From an optimization exercise on the open Yosys and OpenROAD flow, aimed at small area, a short achievable clock period and few clock cycles per item; shortcuts taken in it are not production practice.
Function was checked by simulation only, so behaviour that the tests miss may differ from the original.
Power and IR drop assume default switching activity.

== before ==
## fir_top
module fir_top (
    input         clk,
    input         rst,
    input         coef_we,
    input  [2:0]  coef_addr,
    input  [15:0] coef_data,
    input         x_valid,
    output        x_ready,
    input  [15:0] x_in,
    output        y_valid,
    output [31:0] y
);
assign x_ready = 1'b1;
reg [15:0] h0, h1, h2, h3, h4;
reg [15:0] x0, x1, x2, x3, x4;
reg        rst_q, v1, v2;
reg [31:0] y_r;
wire we = coef_we & ~rst;
always @(posedge clk) begin
    rst_q <= rst;
    v1 <= x_valid & ~rst;
    v2 <= v1 & ~rst;
end
always @(posedge clk) begin
    if (we && coef_addr == 3'd0) h0 <= coef_data; else if (rst_q) h0 <= 16'd0;
    if (we && coef_addr == 3'd1) h1 <= coef_data; else if (rst_q) h1 <= 16'd0;
    if (we && coef_addr == 3'd2) h2 <= coef_data; else if (rst_q) h2 <= 16'd0;
    if (we && coef_addr == 3'd3) h3 <= coef_data; else if (rst_q) h3 <= 16'd0;
    if (we && coef_addr == 3'd4) h4 <= coef_data; else if (rst_q) h4 <= 16'd0;
end
always @(posedge clk) begin
    x0 <= x_in;
    if (rst_q) begin
        x1 <= 16'd0; x2 <= 16'd0; x3 <= 16'd0; x4 <= 16'd0;
    end else if (v1) begin
        x1 <= x0; x2 <= x1; x3 <= x2; x4 <= x3;
    end
end
wire [31:0] acc;
fir_sop SOP (.h0(h0), .h1(h1), .h2(h2), .h3(h3), .h4(h4),
             .x0(x0), .x1(x1), .x2(x2), .x3(x3), .x4(x4), .acc(acc));
always @(posedge clk) y_r <= acc;
assign y_valid = v2;
assign y = y_r;
endmodule
Size in the first run: ~200 flip-flops, roughly 73 I/O pins.
==> flow/config.mk <==
export PLATFORM = sky130hd
export DESIGN_NAME = fir_top
export DESIGN_NICKNAME = fir_top
export VERILOG_FILES = /design/flow/design.v
export SDC_FILE = /design/flow/constraint.sdc
export NUM_CORES = 4
export LEC_CHECK = 0
export CAP_MARGIN = 20
export CORE_MARGIN = 2
export CORE_UTILIZATION = 40
export SLEW_MARGIN = 20
export SYNTH_HIERARCHICAL = 1
export SYNTH_MINIMUM_KEEP_SIZE = 0
==> flow/constraint.sdc <==
create_clock -name core_clock -period 33.0 [get_ports {clk}]
set_input_delay 6.6000 -clock core_clock [delete_from_list [all_inputs] [get_ports {clk}]]
set_output_delay 6.6000 -clock core_clock [all_outputs]
set_load 0.01 [all_outputs]
standard.sh (not shown) runs the stock make flow with config.mk's settings and CLKGATE_MAP_FILE= SYNTH_SCRIPT=/design/flow/synth_recipe.tcl, a recipe that flattens the netlist after the stock synthesis.
==> flow/flow/run.sh <==
#!/bin/bash
set -euo pipefail
MARGIN=${REPAIR_MARGIN:-25}
bash standard.sh \
  "BUFFER_PORTS_ARGS=-buffer_cell sky130_fd_sc_hd__buf_2" \
  "SETUP_SLACK_MARGIN=$MARGIN" \
  finish > standard_flow.log 2>&1
Testbench counts of before, summed over its fixed seeds: cycles 8,256, items 8,192.
Here is what was changed in the inputs of after compared with before.
==> flow/run.sh (new file) <==
#!/bin/bash
# synth_recipe.tcl (not shown) runs the flow's synth.tcl, then flattens the netlist and writes it again
# the make line also repeats each setting of config.mk as NAME=value (left out here)
make -C /OpenROAD-flow-scripts/flow DESIGN_CONFIG=/design/flow/config.mk WORK_HOME=/design/flow/orfs CLKGATE_MAP_FILE= SYNTH_SCRIPT=/design/flow/synth_recipe.tcl finish
removed: flow/flow/run.sh
removed: flow/standard.sh
==> comparison <==
Higher total wirelength of the detailed-routed design was reported by before, not after.
after: total placed instance area is 460 sq um higher than what before reported.
Of after and before, it is after that has the lower timing-limited maximum frequency.
Diff before..after | total number of vias | negligible
NOTE: overall power after layout in after exceeds that of before

---

== red ==
fir_top, a different RTL version from the one above (not shown whole).
For scale: roughly 2300 cells after synthesis, ~300 flip-flops, ~73 I/O pins.
==> flow/config.mk <==
export PLATFORM = sky130hd
export DESIGN_NAME = fir_top
export DESIGN_NICKNAME = fir_top
export VERILOG_FILES = /design/flow/design.v
export SDC_FILE = /design/flow/constraint.sdc
export NUM_CORES = 4
export LEC_CHECK = 0
export CAP_MARGIN = 10
export CORE_MARGIN = 2
export CORE_UTILIZATION = 40
export SLEW_MARGIN = 10
export SYNTH_HIERARCHICAL = 1
export SYNTH_MINIMUM_KEEP_SIZE = 0
==> flow/constraint.sdc <==
create_clock -name core_clock -period 33.0 [get_ports {clk}]
set_input_delay 6.6000 -clock core_clock [delete_from_list [all_inputs] [get_ports {clk}]]
set_output_delay 6.6000 -clock core_clock [all_outputs]
set_load 0.01 [all_outputs]
==> flow/flow/run.sh <==
#!/bin/bash
# Standard layout (the standard.sh, unchanged synthesis), with these
# changes to how it is made:
#  - ports are buffered with buf_2 instead of the default port buffer cell;
#  - global routing leaves more of met1 free (flow/fastroute.tcl);
#  - clock tree synthesis as ORFS runs it, but without dummy loads.
# Each tool's output is in orfs/logs/; make's own output is in
# standard_flow.log.
set -euo pipefail
MARGIN=25.4
bash standard.sh \
  "BUFFER_PORTS_ARGS=-buffer_cell sky130_fd_sc_hd__buf_2" \
  "SETUP_SLACK_MARGIN=$MARGIN" \
  "SKIP_GATE_CLONING=1" \
  "FASTROUTE_TCL=$PWD/flow/fastroute.tcl" \
  "CTS_ARGS=-sink_clustering_enable -repair_clock_nets -dont_use_dummy_load" \
  finish > standard_flow.log 2>&1
==> flow/flow/fastroute.tcl <==
# Global routing setup: as the platform's fastroute.tcl, but met1 keeps
# more of its capacity free (the cell pins crowd it), so global routes
# move up to met2/met3 and the detailed router has fewer met1 conflicts.
set_global_routing_layer_adjustment met1 0.5
set_global_routing_layer_adjustment met2-met5 0.2

set_routing_layers -clock met3-met5
set_routing_layers -signal met1-met5
red: PASS, flow complete, no timing, DRC or antenna violations
Testbench counts of red, summed over its fixed seeds: cycles 8,256, items 8,192.
Setup changes, red to blue
# red
export LEC_CHECK = 0
export CAP_MARGIN = 10
export CORE_MARGIN = 2
export CORE_UTILIZATION = 40
export SLEW_MARGIN = 10
export SYNTH_HIERARCHICAL = 1
export SYNTH_MINIMUM_KEEP_SIZE = 0
create_clock -name core_clock -period 33.0 [get_ports {clk}]
# blue
export LEC_CHECK = 0
export CAP_MARGIN = 20
export CORE_MARGIN = 2
export CORE_UTILIZATION = 40
export SLEW_MARGIN = 20
export SYNTH_HIERARCHICAL = 1
export SYNTH_MINIMUM_KEEP_SIZE = 0
create_clock -name core_clock -period 33.0 [get_ports {clk}]
--- outcome ---
Every stage of the flow completed for blue, and the final layout passed the timing, DRC and antenna checks. The higher clock skew came out of red. Detailed-placement wirelength estimate essentially unchanged between blue and red. What red reported for maximum vdd drop has to be multiplied by 0.64 to get the figure for blue. Compared with red, in blue sequential share of layout area saw little to no change; total power barely changed; area occupied by multi-input gates shows no meaningful change; clock network area share ~0 delta. On number of filler instances in the final layout, red and blue are basically level. On global-route usage over all layers, blue tracks red almost exactly. The final design instance area without fill on red is in line with that on blue. Between red and blue, met2 capacity usage during global routing decreased.
#### Input delta (green over blue)
--- a/flow/flow/run.sh
+++ b/flow/flow/run.sh
@@ -4,4 +4,3 @@
 #  - ports are buffered with buf_2 instead of the default port buffer cell;
-#  - global routing leaves more of met1 free (flow/fastroute.tcl);
-#  - clock tree synthesis as ORFS runs it, but without dummy loads.
+#  - global routing leaves more of met1 free (flow/fastroute.tcl).
 # Each tool's output is in orfs/logs/; make's own output is in
@@ -15,3 +14,2 @@
   "FASTROUTE_TCL=$PWD/flow/fastroute.tcl" \
-  "CTS_ARGS=-sink_clustering_enable -repair_clock_nets -dont_use_dummy_load" \
   finish > standard_flow.log 2>&1
==> comparison <==
- green: all stages complete, timing, DRC and antenna checks passed
- Compared with blue, in green leakage power of the design moved up, fraction of the cycle the final worst path needs level, clock-pin slew on the worst setup and hold paths level.
- In green the growth of design area from synthesis to finish turned out 1.1 points higher than in blue.
- green vs blue: overall via count from detail_route up
- Comparing blue and green, count of clock-buffer cells in the layout is higher on green.
- Looking at blue and green, the detail-routed via count per cell is a wash.
- blue → green: wire length ~0 delta; share of power burned in combinational logic dropped 1.5 points.
- Of blue and green, green shows the higher total power of the final layout, with blue below it.
- Clock network power sits higher in green than in blue.

---

Another version of the RTL of fir_top (not shown whole).
Size in the first run: roughly 2,300 cells after synthesis, about 73 I/O pins, ~32,000 sq um of cells after synthesis.
export LEC_CHECK = 0
export CAP_MARGIN = 20
export CORE_MARGIN = 2
export CORE_UTILIZATION = 40
export SLEW_MARGIN = 20
export SYNTH_HIERARCHICAL = 1
export SYNTH_MINIMUM_KEEP_SIZE = 0
create_clock -name core_clock -period 33.0 [get_ports {clk}]
==> flow/flow/run.sh <==
#!/bin/bash
# Standard layout (the standard.sh, unchanged synthesis), with these
# changes to how it is made:
#  - ports are buffered with buf_2 instead of the default port buffer cell;
#  - global routing leaves more of met1 free (flow/fastroute.tcl);
#  - clock tree synthesis as ORFS runs it, but without dummy loads.
# Each tool's output is in orfs/logs/; make's own output is in
# standard_flow.log.
set -euo pipefail
MARGIN=25.4
bash standard.sh \
  "BUFFER_PORTS_ARGS=-buffer_cell sky130_fd_sc_hd__buf_2" \
  "SETUP_SLACK_MARGIN=$MARGIN" \
  "SKIP_GATE_CLONING=1" \
  "FASTROUTE_TCL=$PWD/flow/fastroute.tcl" \
  "CTS_ARGS=-sink_clustering_enable -repair_clock_nets -dont_use_dummy_load" \
  finish > standard_flow.log 2>&1
Scripts as last shown in full above: flow/flow/fastroute.tcl
The first run ran to the end with no violations.
Testbench counts at the start, summed over its fixed seeds: cycles 8,256, items 8,192.
Rerun with:
==> flow/flow/run.sh (replaced) <==
#!/bin/bash
# Standard layout (the standard.sh, unchanged synthesis), with these
# changes to how it is made:
#  - ports are buffered with buf_2 instead of the default port buffer cell;
#  - global routing leaves more of met1 free (flow/fastroute.tcl).
# Each tool's output is in orfs/logs/; make's own output is in
# standard_flow.log.
set -euo pipefail
MARGIN=25.4
bash standard.sh \
  "BUFFER_PORTS_ARGS=-buffer_cell sky130_fd_sc_hd__buf_2" \
  "SETUP_SLACK_MARGIN=$MARGIN" \
  "SKIP_GATE_CLONING=1" \
  "FASTROUTE_TCL=$PWD/flow/fastroute.tcl" \
  finish > standard_flow.log 2>&1
Settings changed: CELL_PAD_IN_SITES_DETAIL_PLACEMENT from default to 1, CELL_PAD_IN_SITES_GLOBAL_PLACEMENT from default to 1, CTS_CLUSTER_DIAMETER from default to 80, CTS_CLUSTER_SIZE from default to 25, PLACE_DENSITY from default to 0.45.
The new run went through all stages and came out clean. Fmax goes down slightly. Global-route usage goes up by 1.9 points. Final cell count is about the same. Routed wire length goes up by a few percent. Die area stays the same.

---

Starting RTL as in the previous note.
clock: 33.0 ns
lec_check: 0
cap_margin: 20
core_margin: 2
core_utilization: 40
slew_margin: 20
synth_hierarchical: 1
synth_minimum_keep_size: 0
==> flow/flow/run.sh <==
#!/bin/bash
# Standard layout (the standard.sh, unchanged synthesis), with two
# changes to how it is made:
#  - ports are buffered with buf_2 instead of the default port buffer cell;
set -euo pipefail
MARGIN=25.4
bash standard.sh \
  "BUFFER_PORTS_ARGS=-buffer_cell sky130_fd_sc_hd__buf_2" \
  "SETUP_SLACK_MARGIN=$MARGIN" \
  "SKIP_GATE_CLONING=1" \
  finish > standard_flow.log 2>&1
The first run completed without violations.
Testbench counts at the start, summed over its fixed seeds: cycles 8,256, items 8,192.
Edit:
- CELL_PAD_IN_SITES_DETAIL_PLACEMENT: not set -> 1
- CELL_PAD_IN_SITES_GLOBAL_PLACEMENT: not set -> 1
- PLACE_DENSITY: not set -> 0.45
After rerunning: Area after synthesis does not change; die area does not change; worst setup slack degrades by 0.018 ns; sequential share of layout area goes down by 0.14 points; total power goes up by about 5%; via count barely changes; wire length goes up by 4.9%; core utilization rises by 0.32 points; critical path depth does not change.

-- afterwards: timing with drivers on the ports --
In the flow no input, the clock included, has a driving cell. The finished layouts below were timed again as built, in two steps.
Step 1 (the two cells are an assumption about what drives the block):
set clk [get_ports {clk}]
set_driving_cell -lib_cell sky130_fd_sc_hd__clkbuf_16 $clk
set_driving_cell -lib_cell sky130_fd_sc_hd__buf_2 [delete_from_list [all_inputs] $clk]
Step 2, shift: input delay + t, output delay - t, t = (earliest + latest rising clock arrival at the registers) / 2. This alone moves slack from input paths to output paths.
Slacks: no drivers / after step 1 / after step 2; pairs: no drivers / after step 1.
| run | t, ns | setup slack, ns | worst data-port slew with drivers (ns) |
|---|---|---|---|
| before | 0.587 | 25.207 / 25.207 / 24.764 | 0.06 |
| after | 0.593 | 24.553 / 24.601 / 24.008 | 0.08 |
| red | 0.640 | 25.370 / 25.296 / 25.562 | 0.05 |
| blue | 0.637 | 25.366 / 25.301 / 25.601 | 0.05 |
| green | 0.657 | 25.340 / 25.275 / 25.572 | 0.05 |
| the first run of note 3 | 0.641 | 25.386 / 25.310 / 25.462 | 0.05 |
| the second run of note 3 | 0.701 | 25.325 / 25.252 / 25.405 | 0.04 |
| the first run of note 4 | 0.657 | 25.390 / 25.315 / 25.618 | 0.04 |
| the second run of note 4 | 0.659 | 25.372 / 25.302 / 25.512 | 0.04 |
After both steps setup and hold are still met in every run listed. The setup slack of after, which loses most, moves by +0.048 ns with the drivers and by -0.545 ns with both steps.
